Context: an optimization exercise on an open-source flow, tuned for small area. The choices shown serve that exercise and are no tape-out recipe.
No run shown here included a check of the RTL's function; only the layout flow was run.
Power figures rest on the tool's default switching activity, not on a simulated workload.

==> design.v <==
`timescale 1ns / 1ps
module DigitalClock(
    input M_CLOCK,
    input RST,           
    input [3:0] IO_PB,
    input [7:0] IO_DSW,
    output [3:0] IO_SSEGD,
    output [7:0] IO_SSEG,
    output IO_SSEG_COL,
    output [3:0] F_LED,
    output [7:0] IO_LED,
    output reg TX
    );
  assign IO_SSEG_COL = 1'b1;
  assign F_LED = 4'b0000;
  assign IO_LED = ~IO_DSW;
  reg [12:0] SecondsCounter;
  reg [5:0]  HowManySeconds;
  reg        HALFSECONDFLAG;
  reg [2:0]  DigitONE;
  reg [3:0]  DigitTWO;
  reg [2:0]  DigitTHREE;
  reg [3:0]  DigitFOUR;
  wire tick  = SecondsCounter[12] & SecondsCounter[9] & SecondsCounter[8] &
               SecondsCounter[7] & SecondsCounter[3];
  wire pbsmp = (SecondsCounter == 13'd10);
  wire m_clk  = (IO_DSW == 8'b00111111);
  wire m_down = (IO_DSW == 8'b11001110);
  wire m_set  = (IO_DSW == 8'b11001111);
  wire m_sw   = (IO_DSW == 8'b11110010);
  wire m_clr  = (IO_DSW == 8'b11110011);
  wire h60 = HowManySeconds[5] & HowManySeconds[4] & HowManySeconds[3] & HowManySeconds[2];
  wire [2:0] q1 = DigitONE;
  wire [3:0] q2 = DigitTWO;
  wire [2:0] q3 = DigitTHREE;
  wire [3:0] q4 = DigitFOUR;
  wire z4  = ~|q4;
  wire e4  = q4 == 4'd9;
  wire z3  = ~|q3;
  wire e3  = q3 == 3'd5;
  wire z2  = ~|q2;
  wire e2  = q2 == 4'd9;
  wire ge2 = |q2[3:1];
  wire z1  = ~|q1;
  wire o1  = q1 == 3'd1;
  wire s1  = q1 == 3'd6;
  wire tk_clk = tick & m_clk & h60;         
  wire tk_up  = tk_clk | (tick & m_sw);     
  wire tk_dn  = tick & m_down;              
  wire pb_clk = pbsmp & m_clk;
  wire pb_set = pbsmp & m_set;
  wire clr    = pbsmp & m_clr & ~(&IO_PB);
  wire allz   = z4 & z3 & z2 & z1;
  wire dnok   = tk_dn & ~allz;
  wire w4  = tk_up | (pb_set & ~IO_PB[3]);           
  wire up4 = w4 | (pb_clk & ~IO_PB[3]);
  wire b4  = dnok & z4;                               
  wire c4  = tk_up & e4;                              
  wire [3:0] t4; assign t4[0] = up4 | dnok;
  assign t4[1] = t4[0] & (q4[0] ^ dnok);
  assign t4[2] = t4[1] & (q4[1] ^ dnok);
  assign t4[3] = t4[2] & (q4[2] ^ dnok);
  wire zall4 = clr | (w4 & e4);
  wire [3:0] n4 = (q4 ^ t4) & ~{zall4, zall4 | b4, zall4 | b4, zall4};
  wire w3  = c4 | (pb_set & ~IO_PB[2]);
  wire up3 = w3 | (pb_clk & ~IO_PB[2]);
  wire b3  = b4 & z3;
  wire c3  = c4 & e3;
  wire [2:0] t3; assign t3[0] = up3 | b4;
  assign t3[1] = t3[0] & (q3[0] ^ b4);
  assign t3[2] = t3[1] & (q3[1] ^ b4);
  wire zall3 = clr | (w3 & e3);
  wire [2:0] n3 = (q3 ^ t3) & ~{zall3, zall3 | b3, zall3};
  wire c3h = c3 & m_clk & ~z1;                        
  wire pb2c = pb_clk & ~IO_PB[1];
  wire pb2s = pb_set & ~IO_PB[1];
  wire set1 = c3h & ge2;                              
  wire up2 = c3 | pb2c | pb2s;
  wire b2  = b3 & z2;
  wire [3:0] t2; assign t2[0] = up2 | b3;
  assign t2[1] = t2[0] & (q2[0] ^ b3);
  assign t2[2] = t2[1] & (q2[1] ^ b3);
  assign t2[3] = t2[2] & (q2[2] ^ b3);
  wire zall2 = clr | set1 | (((c3 & ~c3h) | pb2s) & e2) | (pb2c & o1 & ge2);
  wire [3:0] n2 = ((q2 ^ t2) & ~{zall2, zall2 | b2, zall2 | b2, zall2}) | {3'b000, set1};
  wire pb1c = pb_clk & ~IO_PB[0];
  wire pb1s = pb_set & ~IO_PB[0];
  wire up1 = (c3 & ~c3h & e2) | pb1c | pb1s;
  wire [2:0] t1; assign t1[0] = up1 | b2;
  assign t1[1] = t1[0] & (q1[0] ^ b2);
  assign t1[2] = t1[1] & (q1[1] ^ b2);
  wire zall1 = clr | set1 | (pb1c & o1) | (pb1s & s1);
  wire [2:0] n1 = (q1 ^ t1) & ~{3{zall1}};
  always @(posedge M_CLOCK) begin
    if (RST) begin
      TX <= 1'b0;
      SecondsCounter <= 13'd0;
      HowManySeconds <= 6'd1;
      HALFSECONDFLAG <= 1'b0;
      DigitONE <= 3'd1;
      DigitTWO <= 4'd2;
      DigitTHREE <= 3'd0;
      DigitFOUR <= 4'd0;
    end else begin
      TX <= HALFSECONDFLAG;
      SecondsCounter <= tick ? 13'd0 : SecondsCounter + 1'b1;
      HALFSECONDFLAG <= (SecondsCounter >= 13'd2500);
      if (tick & m_clk) HowManySeconds <= h60 ? 6'd1 : HowManySeconds + 1'b1;
      DigitONE <= n1; DigitTWO <= n2; DigitTHREE <= n3; DigitFOUR <= n4;
    end
  end
  reg  [1:0] PP;
  reg  [4:0] PS;
  reg  [3:0] V;
  wire ps_last = PS[4] & PS[3] & (PS[0] | PS[1] | ~(PP[1] & PP[0]));  
  wire blank = PS[4] & PS[3] & PS[1];
  wire [1:0] dsel = ps_last ? PP + 1'b1 : PP;    
  reg  [3:0] vn;
  always @* begin
    case (dsel)
      2'd0: vn = (DigitONE == 3'd7) ? 4'd1 : {1'b0, DigitONE};
      2'd1: vn = (DigitTWO > 4'd9) ? 4'd2 : DigitTWO;
      2'd2: vn = (DigitTHREE > 3'd5) ? 4'd0 : {1'b0, DigitTHREE};
      default: vn = (DigitFOUR > 4'd9) ? 4'd0 : DigitFOUR;
    endcase
  end
  always @(posedge M_CLOCK) begin
    if (RST) begin
      PP <= 2'd3;
      PS <= 5'd26;
      V <= 4'd15;
    end else begin
      if (ps_last) begin
        PS <= 5'd0;
        PP <= PP + 1'b1;
      end else
        PS <= PS + 1'b1;
      V <= vn;
    end
  end
  assign IO_SSEGD = ~(4'b0001 << PP) | {4{blank}};
  wire [6:0] seg =
    (V == 4'd0) ? 7'b1000000 :
    (V == 4'd1) ? 7'b1111001 :
    (V == 4'd2) ? 7'b0100100 :
    (V == 4'd3) ? 7'b0110000 :
    (V == 4'd4) ? 7'b0011001 :
    (V == 4'd5) ? 7'b0010010 :
    (V == 4'd6) ? 7'b0000010 :
    (V == 4'd7) ? 7'b1011000 :
    (V == 4'd8) ? 7'b0000000 :
    (V == 4'd9) ? 7'b0010000 : 7'b1111111;
  assign IO_SSEG = {~(TX & PP[1] & PP[0]), seg};
endmodule
==> flow/run.sh <==
#!/bin/bash
# Own layout flow: the standard ORFS flow with two changes,
#  - synthesis maps logic with an area-oriented ABC script (flow/abc_area.script),
#  - port buffers use the smallest buffer cell (sky130_fd_sc_hd__buf_1).
# Everything else (synthesis script, floorplan, power grid, taps, CTS, routing) is
# the standard flow. Each tool's output goes to ORFS's logs under orfs/logs, and
# make's full output to make_finish.log here.
set -euo pipefail
work=$(pwd)
rm -rf "$work/scripts_local"
mkdir -p "$work/scripts_local"
cp -r "$FLOW_HOME/scripts/." "$work/scripts_local/"
cp "$work/flow/abc_area.script" "$work/scripts_local/abc_area.script"
bash "$work/standard.sh" \
  "SCRIPTS_DIR=$work/scripts_local" \
  ABC_AREA=1 \
  "BUFFER_PORTS_ARGS=-buffer_cell sky130_fd_sc_hd__buf_1" \
  finish > "$work/make_finish.log" 2>&1
==> flow/abc_area.script <==
strash
ifraig
dc2
balance; rewrite; refactor; balance; rewrite; rewrite -z; balance; refactor -z; rewrite -z; balance
balance; rewrite; refactor; balance; rewrite; rewrite -z; balance; refactor -z; rewrite -z; balance
dch -f
amap
topo
==> standard.sh <==
#!/bin/bash
# synth_recipe.tcl (not shown) runs the flow's synth.tcl, then flattens the netlist and writes it again
# the make line also repeats each setting of config.mk as NAME=value (left out here)
make -C /OpenROAD-flow-scripts/flow DESIGN_CONFIG=/design/flow/config.mk WORK_HOME=/design/flow/orfs CLKGATE_MAP_FILE= SYNTH_SCRIPT=/design/flow/synth_recipe.tcl "${@:-finish}"
==> config.mk <==
export PLATFORM = sky130hd
export DESIGN_NAME = DigitalClock
export DESIGN_NICKNAME = DigitalClock
export VERILOG_FILES = /design/flow/design.v
export SDC_FILE = /design/flow/constraint.sdc
export NUM_CORES = 4
export LEC_CHECK = 0
export CAP_MARGIN = 20
export CORE_MARGIN = 2
export CORE_UTILIZATION = 40
export CTS_BUF_LIST = sky130_fd_sc_hd__clkbuf_8
export CTS_CLUSTER_SIZE = 30
export PLACE_DENSITY = 0.6
export SLEW_MARGIN = 20
==> constraint.sdc <==
create_clock -name core_clock -period 10.0 [get_ports {M_CLOCK}]
set_input_delay 2.0000 -clock core_clock [delete_from_list [all_inputs] [get_ports {M_CLOCK}]]
set_output_delay 2.0000 -clock core_clock [all_outputs]
set_load 0.01 [all_outputs]
==> flow_metrics.env, run 1 <==
export IMPL_max_slew_margin_rel_pct=56.8
export IMPL_clockBufferDepth=2
export IMPL_first_global_vias=2384
export IMPL_async_flop_share_pct=0
export IMPL_synth_seq_cells=46
export IMPL_detailedRoute_firstIterationViolations=127
export IMPL_whs_ns=0.447
export IMPL_p_leak_nw=1.00
export IMPL_worst_r2r_setup_slack_ns=6.32
export IMPL_io_pin_count=40
export IMPL_core_area_um2=6350
export IMPL_worstSetupStartpointType="input port"
export IMPL_timing_critical_path_required_ns=10.24
export IMPL_rsz0062_at_grt="false"
export IMPL_remaining_drc_errors=0
export IMPL_clock_latency_at_the_later_pin_of_the_worst_skew_pair_ns=0.30
export IMPL_timing_max_transition_violations_final=0
export IMPL_fin_crit_sh_pct=49.0
export IMPL_yosysMostFrequentCell="sky130_fd_sc_hd__nor2_1"
export IMPL_num_nets_final=433
export IMPL_max_freq_ghz=0.204
export IMPL_setup_worst_path_class="input port to flop"
export IMPL_synth_edff_count=0
export IMPL_grt_antenna_before_repair=0
export IMPL_worst_pin_slew_ns=0.648
export IMPL_worst_r2r_cell_count=15
export IMPL_max_cap_viol_count=0
export IMPL_track_usage_pct=17.3
export IMPL_dp_worst_setup_slack_ns=4.82
export IMPL_whs_path_depth=1
export IMPL_viasPerCell=5.28
export IMPL_cts_tree="yes"
export IMPL_synthesis_area_um2=2610
export IMPL_synth_area_leader_cell="sky130_fd_sc_hd__dfxtp_1"
export IMPL_via_count=2572
export IMPL_synth_seq_area_share_pct=35.2
export IMPL_h_tree_lvl_count=2
export IMPL_critPathArrivalTime_ns=5.14
export IMPL_yosys_top_cells_area="sky130_fd_sc_hd__dfxtp_1 35%, sky130_fd_sc_hd__nor2_1 8.8%, sky130_fd_sc_hd__clkinv_1 7.5%"
export IMPL_finalSetupViolations=0
export IMPL_post_cts_hold_buffer_count=0
export IMPL_total_clock_buffers_created_by_cts=5
export IMPL_finalWorstPathRequiredPeriod_ns=4.90
export IMPL_fin_setup_tns_ns=0
export IMPL_hpwl_mm=4.49
export IMPL_hold_path_class="flop to flop"
export IMPL_final_layout_size_suffix_gt1_share_pct=1.71
export IMPL_synth_avg_cell_area_um2=7.06
export IMPL_result_of_the_run="timing/DRC/antenna clean"
export IMPL_top_ff_cell_synth="sky130_fd_sc_hd__dfxtp_1"
export IMPL_fin_ws_ns=5.10
export IMPL_antennaDiodeCount=0
export IMPL_average_detailed_routed_wire_length_per_instance_um=11.7
export IMPL_placementRows=29
export IMPL_clock_sink_count=46
export IMPL_grt_overflow=0
export IMPL_cts_setup_buffers=0
export IMPL_die_x_um=84.8
export IMPL_skew_ns=0.00765
export IMPL_power_per_cell_area_nw_per_um2=172
export IMPL_io_buffers=34
export IMPL_worst_ir_drop_vdd_mv=0.117
export IMPL_floorplan_die_height_um=84.8
export IMPL_final_hold_fails=0
export IMPL_synth_cells_most_frequent="61 x sky130_fd_sc_hd__nor2_1, 52 x sky130_fd_sc_hd__clkinv_1, 46 x sky130_fd_sc_hd__dfxtp_1"
export IMPL_cts_repair_resize_count=0
export IMPL_antenna_violating_nets_post_route=0
export IMPL_clock_tree_root_cell="sky130_fd_sc_hd__clkbuf_8"
export IMPL_first_pass_iters=6
export IMPL_yosysTopAreaCellShare_pct=35.2
export IMPL_grt_max_degree=15
export IMPL_start_util_pct=41.1
export IMPL_fp_dieArea_um2=7190
export IMPL_finalWeightedCongestion=0.852
export IMPL_critical_path_max_fanout=5
export IMPL_yosysUniqueCellTypes=39
export IMPL_syn_to_final_growth_pct=11.8
export IMPL_fill_cell_instance_count_of_the_final_layout=647
export IMPL_synth_warnings=1
export IMPL_synthesis_instances=370
export IMPL_grt_first_pass_wirelength_mm=10.4
export IMPL_path_clk_slew_ns=0.09
export IMPL_end_kind="flop"
export IMPL_finalWirelength_mm=5.70
[layout make-up]
cell class                 instances  area, um^2  area share, %
clock buffer                       5        68.8           2.36
clock inverter                     3        41.3           1.41
inverter                          52         195           6.68
multi-input combinational        270        1470           50.3
sequential                        46         921           31.5
tap                               77        96.3           3.30
timing repair buffer              34         128           4.37
[critical path: stages]
cell and delay (ns):
sky130_fd_sc_hd__buf_1 0.15, sky130_fd_sc_hd__nand4_1 0.16, sky130_fd_sc_hd__or4_1 0.50, sky130_fd_sc_hd__nor2b_1 0.32
sky130_fd_sc_hd__clkinv_1 0.17, sky130_fd_sc_hd__nor3_1 0.31, sky130_fd_sc_hd__o21ai_0 0.15, sky130_fd_sc_hd__or3_1 0.38
sky130_fd_sc_hd__nor3_1 0.25, sky130_fd_sc_hd__or4_1 0.16, sky130_fd_sc_hd__o211ai_1 0.12, sky130_fd_sc_hd__a211oi_1 0.25
sky130_fd_sc_hd__o21ai_0 0.11, sky130_fd_sc_hd__a21oi_1 0.12
[state kept, by name (all words and copies together) (netlist names)]
name and flops:
HowManySeconds 6, PP 2, SecondsCounter 13, V 4
HALFSECONDFLAG 1, DigitFOUR 4, TX 1, DigitTHREE 3
DigitTWO 4, DigitONE 3, PS 5
[final timing paths]
kind | from | endpoint
worst min register to register | DigitFOUR[0]$_SDFF_PP0_ | DigitFOUR[0]$_SDFF_PP0_
worst max register to register | SecondsCounter[3]$_SDFF_PP0_ | DigitONE[2]$_SDFF_PP0_
worst min-delay path | DigitFOUR[0]$_SDFF_PP0_ | DigitFOUR[0]$_SDFF_PP0_
worst max-delay path | IO_DSW[1] | DigitONE[2]$_SDFF_PP0_
[cell families (layout without fill, tap and decap cells)]
| kind of cell | after synthesis | after routing | synth area share, % |
|---|---|---|---|
| other | 2 | 5 | 0.287 |
| buffers and inverters | 57 | 94 | 8.91 |
| DFF | 46 | 46 | 35.2 |
| AOI/OAI and AO/OA | 93 | 93 | 22.0 |
| and+or+nand+nor | 162 | 162 | 28.7 |
| adders and majority gates | 10 | 10 | 4.79 |
[stage by stage]
stage               util, %  power [mW]  instance area [um^2]  std cells
floorplan                 -       0.329                  2620        373
global placement       44.3       0.367                  2810        479
detailed placement     44.3       0.369                  2810        479
CTS                    46.0       0.508                  2920        487
global route           46.0       0.543                  2920        487
finish                 46.0       0.503                  2920        487
[metal layers]
layer  part of all wire [%]  vias up  global-route usage, %
met2                     43       65                   27.9
met5                      0        -                      0
met1                     51     1134                   23.8
met3                    4.9        5                   2.82
met4                    1.1        0                   5.34
li1                       -     1368                      -
[power by group]
part / total [mW] / internal, mW / leakage (nW) / switching, mW
logic: 0.149 / 0.0488 / 0.571 / 0.100
registers: 0.217 / 0.201 / 0.375 / 0.0162
clock network: 0.137 / 0.0736 / 0.0556 / 0.0632
total: 0.503 / 0.323 / 1.00 / 0.180
[cell usage in the layout (no fill, tap or decap), types with 7 or more instances in the layout]
cell type,count
sky130_fd_sc_hd__buf_1,34
sky130_fd_sc_hd__clkinv_1,52
sky130_fd_sc_hd__nand2_1,35
sky130_fd_sc_hd__a21oi_1,23
sky130_fd_sc_hd__a211oi_1,12
sky130_fd_sc_hd__nor4_1,9
sky130_fd_sc_hd__ha_1,10
sky130_fd_sc_hd__o21ai_0,31
sky130_fd_sc_hd__nor2_1,61
sky130_fd_sc_hd__dfxtp_1,46
sky130_fd_sc_hd__nand3_1,7
sky130_fd_sc_hd__nor3_1,19
==> run 2: changes to the inputs <==
--- a/design.v
+++ b/design.v
@@ -109,15 +109,17 @@
       DigitONE <= n1; DigitTWO <= n2; DigitTHREE <= n3; DigitFOUR <= n4;
     end
   end
-  reg  [1:0] PP;
-  reg  [4:0] PS;
-  reg  [3:0] V;
-  wire ps_last = PS[4] & PS[3] & (PS[0] | PS[1] | ~(PP[1] & PP[0]));  
-  wire blank = PS[4] & PS[3] & PS[1];
-  wire [1:0] dsel = ps_last ? PP + 1'b1 : PP;    
+  reg  [6:0] P;
+  reg  [3:0] V;      
+  wire pwrap = P[6] & P[5] & P[2];           
+  wire [6:0] M = pwrap ? 7'd0 : P + 1'b1;    
+  function [1:0] qpos(input [6:0] m);
+    qpos = (m < 7'd25) ? 2'd0 : (m < 7'd50) ? 2'd1 : (m < 7'd75) ? 2'd2 : 2'd3;
+  endfunction
+  wire [1:0] qm = qpos(M);
   reg  [3:0] vn;
   always @* begin
-    case (dsel)
+    case (qm)
       2'd0: vn = (DigitONE == 3'd7) ? 4'd1 : {1'b0, DigitONE};
       2'd1: vn = (DigitTWO > 4'd9) ? 4'd2 : DigitTWO;
       2'd2: vn = (DigitTHREE > 3'd5) ? 4'd0 : {1'b0, DigitTHREE};
@@ -125,20 +127,13 @@
     endcase
   end
   always @(posedge M_CLOCK) begin
-    if (RST) begin
-      PP <= 2'd3;
-      PS <= 5'd26;
-      V <= 4'd15;
-    end else begin
-      if (ps_last) begin
-        PS <= 5'd0;
-        PP <= PP + 1'b1;
-      end else
-        PS <= PS + 1'b1;
-      V <= vn;
-    end
+    if (RST) P <= 7'd101;
+    else P <= M;
+    V <= vn;
   end
-  assign IO_SSEGD = ~(4'b0001 << PP) | {4{blank}};
+  wire blank = pwrap & P[0];
+  wire [1:0] qp = qpos(P);
+  assign IO_SSEGD = blank ? 4'b1111 : ~(4'b0001 << qp);
   wire [6:0] seg =
     (V == 4'd0) ? 7'b1000000 :
     (V == 4'd1) ? 7'b1111001 :
@@ -148,7 +143,6 @@
     (V == 4'd5) ? 7'b0010010 :
     (V == 4'd6) ? 7'b0000010 :
     (V == 4'd7) ? 7'b1011000 :
-    (V == 4'd8) ? 7'b0000000 :
-    (V == 4'd9) ? 7'b0010000 : 7'b1111111;
-  assign IO_SSEG = {~(TX & PP[1] & PP[0]), seg};
+    (V == 4'd8) ? 7'b0000000 : 7'b0010000;
+  assign IO_SSEG = blank ? 8'hff : {~(TX & (qp == 2'd3)), seg};
 endmodule
==> flow/abc_area.script (replaced) <==
strash
ifraig
dc2
balance; rewrite; refactor; balance; rewrite; rewrite -z; balance; refactor -z; rewrite -z; balance
dch -f
amap
topo
--- a/config.mk
+++ b/config.mk
@@ -8,7 +8,5 @@
 export CAP_MARGIN = 20
 export CORE_MARGIN = 2
 export CORE_UTILIZATION = 40
-export CTS_BUF_LIST = sky130_fd_sc_hd__clkbuf_8
-export CTS_CLUSTER_SIZE = 30
 export PLACE_DENSITY = 0.6
 export SLEW_MARGIN = 20
==> flow_metrics.env, run 2 <==
export IMPL_result_of_the_run="timing/DRC/antenna clean"
export IMPL_worst_pin_slew_ns=0.724
export IMPL_worstSetupStartpointType="input port"
export IMPL_top_ff_cell_synth="sky130_fd_sc_hd__dfxtp_1"
export IMPL_grt_max_degree=14
export IMPL_yosysUniqueCellTypes=39
export IMPL_yosysTopAreaCellShare_pct=34.6
export IMPL_remaining_drc_errors=0
export IMPL_async_flop_share_pct=0
export IMPL_critPathArrivalTime_ns=5.11
export IMPL_num_nets_final=438
export IMPL_worst_r2r_cell_count=15
export IMPL_hpwl_mm=4.73
export IMPL_yosys_top_cells_area="sky130_fd_sc_hd__dfxtp_1 35%, sky130_fd_sc_hd__nor2_1 9.4%, sky130_fd_sc_hd__clkinv_1 8.9%"
export IMPL_fill_cell_instance_count_of_the_final_layout=676
export IMPL_worst_r2r_setup_slack_ns=6.47
export IMPL_synth_seq_cells=46
export IMPL_end_kind="flop"
export IMPL_timing_hold_worst_endpoint="TX$_SDFF_PP0_"
export IMPL_synth_edff_count=0
export IMPL_setup_worst_path_class="input port to flop"
export IMPL_synthMuxAreaShare_pct=0
export IMPL_first_pass_iters=4
export IMPL_average_detailed_routed_wire_length_per_instance_um=12.2
export IMPL_path_clk_slew_ns=0.09
export IMPL_synth_warnings=1
export IMPL_first_global_vias=2372
export IMPL_worst_ir_drop_vdd_mv=0.0850
export IMPL_synth_compound_area_share_pct=22.6
export IMPL_synth_avg_cell_area_um2=7.01
export IMPL_p_leak_nw=0.942
export IMPL_core_area_um2=6390
export IMPL_total_clock_buffers_created_by_cts=5
export IMPL_clockBufferDepth=2
export IMPL_timing_max_transition_violations_final=0
export IMPL_placementRows=29
export IMPL_cts_repair_resize_count=0
export IMPL_max_cap_viol_count=0
export IMPL_largest_registers_in_the_final_layout="SecondsCounter (13), P (7), HowManySeconds (6)"
export IMPL_design_power_total_mw=0.466
export IMPL_detailedRoute_firstIterationViolations=121
export IMPL_synth_cells_most_frequent="67 x sky130_fd_sc_hd__nor2_1, 63 x sky130_fd_sc_hd__clkinv_1, 46 x sky130_fd_sc_hd__dfxtp_1"
export IMPL_synth_seq_area_share_pct=34.6
export IMPL_cts_setup_buffers=0
export IMPL_viasPerCell=5.37
export IMPL_cts_tree="yes"
export IMPL_clock_sink_count=46
export IMPL_h_tree_lvl_count=2
export IMPL_mostFrequentLayoutCell="sky130_fd_sc_hd__nor2_1"
export IMPL_timing_critical_path_required_ns=10.18
export IMPL_synth_area_leader_cell="sky130_fd_sc_hd__dfxtp_1"
export IMPL_io_buffers=34
export IMPL_clock_tree_root_cell="sky130_fd_sc_hd__clkbuf_8"
export IMPL_synthesis_area_um2=2660
export IMPL_floorplan_die_height_um=85.6
export IMPL_grt_antenna_before_repair=0
export IMPL_fin_crit_sh_pct=49.3
export IMPL_rsz0062_at_grt="false"
export IMPL_max_freq_ghz=0.203
export IMPL_synth_top_family_by_area="simple AND/OR/NAND/NOR gates"
export IMPL_yosys_area_share_adder_pct=2.35
export IMPL_grt_overflow=0
export IMPL_grt_first_pass_wirelength_mm=10.4
export IMPL_antenna_violating_nets_post_route=0
export IMPL_fin_setup_tns_ns=0
export IMPL_synth_simple_area_share_pct=29.5
export IMPL_post_cts_hold_buffer_count=0
export IMPL_critical_path_max_fanout=5
export IMPL_rr_startpoint="SecondsCounter[3]$_SDFF_PP0_"
export IMPL_critical_path_startpoint="IO_DSW[1]"
export IMPL_syn_to_final_growth_pct=10.9
export IMPL_max_flop_register="SecondsCounter"
export IMPL_final_layout_size_suffix_gt1_share_pct=1.67
export IMPL_start_util_pct=41.7
export IMPL_die_x_um=85.6
export IMPL_track_usage_pct=17.2
export IMPL_synthesis_instances=380
export IMPL_finalSetupViolations=0
export IMPL_clock_latency_at_the_later_pin_of_the_worst_skew_pair_ns=0.30
export IMPL_hold_path_class="flop to flop"
export IMPL_synthXorXnorAreaFrac_pct=0.329
export IMPL_power_per_cell_area_nw_per_um2=158
export IMPL_via_count=2669
export IMPL_finalWeightedCongestion=0.856
export IMPL_timing_hold_worst_start="HALFSECONDFLAG$_SDFF_PP0_"
export IMPL_finalWorstPathRequiredPeriod_ns=4.93
export IMPL_fp_dieArea_um2=7330
export IMPL_worstReg2RegEnd="DigitTWO[2]$_SDFF_PP0_"
export IMPL_yosysMostFrequentCell="sky130_fd_sc_hd__nor2_1"
export IMPL_finalWirelength_mm=6.06
export IMPL_antennaDiodeCount=0
export IMPL_io_pin_count=40
export IMPL_whs_path_depth=1
export IMPL_final_hold_fails=0
export IMPL_max_slew_margin_rel_pct=51.7
export IMPL_skew_ns=0.00873
export IMPL_mostFrequentLayoutCells="67 x sky130_fd_sc_hd__nor2_1, 63 x sky130_fd_sc_hd__clkinv_1, 46 x sky130_fd_sc_hd__dfxtp_1, 34 x sky130_fd_sc_hd__buf_1, 28 x sky130_fd_sc_hd__nor3_1"
export IMPL_flip_flop_count_of_the_largest_register_all_copies_and_words_added=13
==> run 2: worst max-delay path by stage <==
stage	cells after the start	slack, ns	to
5_1_grt	15	4.68	DigitONE[1]$_SDFF_PP0_
2_1_floorplan	13	5.28	DigitTWO[2]$_SDFF_PP0_
6_report	15	5.07	DigitTWO[2]$_SDFF_PP0_
3_3_place_gp	15	4.90	DigitTWO[2]$_SDFF_PP0_
3_5_place_dp	15	4.79	DigitTWO[2]$_SDFF_PP0_
4_1_cts	15	5.08	DigitTWO[2]$_SDFF_PP0_
==> run 2: logic make-up (layout without fill, tap and decap cells) <==
group / after synthesis / count (layout)
buf+inv: 68 / 105
fa+ha+maj: 5 / 5
flops: 46 / 46
xor+xnor: 1 / 1
other cells: 2 / 5
compound gates: 90 / 90
simple gates: 168 / 168
==> run 2: routing by layer <==
layer / global-route usage (%) / wire length [um]
met4: 5.34 / 67
met1: 24.1 / 3150
met3: 2.69 / 258
met2: 27.1 / 2590
met5: 0 / 0
==> run 2: final cells by class <==
| cell class | instances | area [um^2] | area share [%] |
|---|---|---|---|
| multi-input cells | 269 | 1480 | 50.1 |
| flip-flops and latches | 46 | 921 | 31.2 |
| inverters | 63 | 236 | 8.01 |
| repair buffers | 34 | 128 | 4.32 |
| well taps | 77 | 96.3 | 3.26 |
| clock buffers | 7 | 86.3 | 2.92 |
| clock inverters | 1 | 5.00 | 0.169 |
==> run 2: where the power goes <==
group / switching (mW) / internal [mW]
sequential: 0.0110 / 0.194
clock: 0.0618 / 0.0559
combinational: 0.0925 / 0.0507
==> run 2: worst max-delay path, cell delays in order <==
cell and delay [ns]:
sky130_fd_sc_hd__buf_1 0.15, sky130_fd_sc_hd__nand4_1 0.15, sky130_fd_sc_hd__or4_1 0.52, sky130_fd_sc_hd__nor2_1 0.26, sky130_fd_sc_hd__clkinv_1 0.15, sky130_fd_sc_hd__nor3_1 0.20
sky130_fd_sc_hd__nor2_1 0.09, sky130_fd_sc_hd__or3_1 0.35, sky130_fd_sc_hd__nor2_1 0.23, sky130_fd_sc_hd__nor4_1 0.10, sky130_fd_sc_hd__clkinv_1 0.07, sky130_fd_sc_hd__o221ai_1 0.16
sky130_fd_sc_hd__a211oi_1 0.26, sky130_fd_sc_hd__nor2_1 0.07, sky130_fd_sc_hd__a2111oi_0 0.33
==> run 2: through the flow <==
step | instances | cell area (um^2) | hold WS (ns) | util [%] | setup WS [ns]
2_1_floorplan | 383 | 2680 | 0.414 | - | 5.28
3_3_place_gp | 489 | 2860 | 0.450 | 44.8 | 4.90
3_5_place_dp | 489 | 2860 | 0.455 | 44.8 | 4.79
4_1_cts | 497 | 2950 | 0.468 | 46.2 | 5.08
5_1_grt | 497 | 2950 | 0.485 | 46.2 | 4.68
6_report | 497 | 2950 | 0.467 | 46.2 | 5.07

## afterwards: timing with drivers on the ports
Ports are ideal in the flow. The routed layouts listed here were re-timed in OpenROAD.
Step 1 sets driving cells, clkbuf_16 on the clock port and buf_2 on the other inputs (assumed; they add their load-dependent delay and slew).
Step 2 times the ports against the registers' clock, not the clock port: input delays grow and output delays shrink by t, the midpoint of the rising clock arrivals with the driver on.
Three values: no drivers, after step 1, after step 2; two values: the first two.
| run | shift t [ns] | slack for setup (ns) | worst hold slack (ns) | worst register clock-pin slew, ns | worst data-port slew with drivers (ns) |
|---|---|---|---|---|---|
| run 1 | 0.324 | 5.101 / 5.109 / 4.785 | 0.447 / 0.447 / 0.447 | 0.09 / 0.09 | 0.03 |
| run 2 | 0.324 | 5.075 / 5.084 / 4.760 | 0.467 / 0.467 / 0.467 | 0.09 / 0.09 | 0.03 |
After both steps setup and hold are still met in every run listed. For run 1, which loses most, drivers alone change the setup slack by +0.008 ns; drivers and shift together by -0.316 ns.
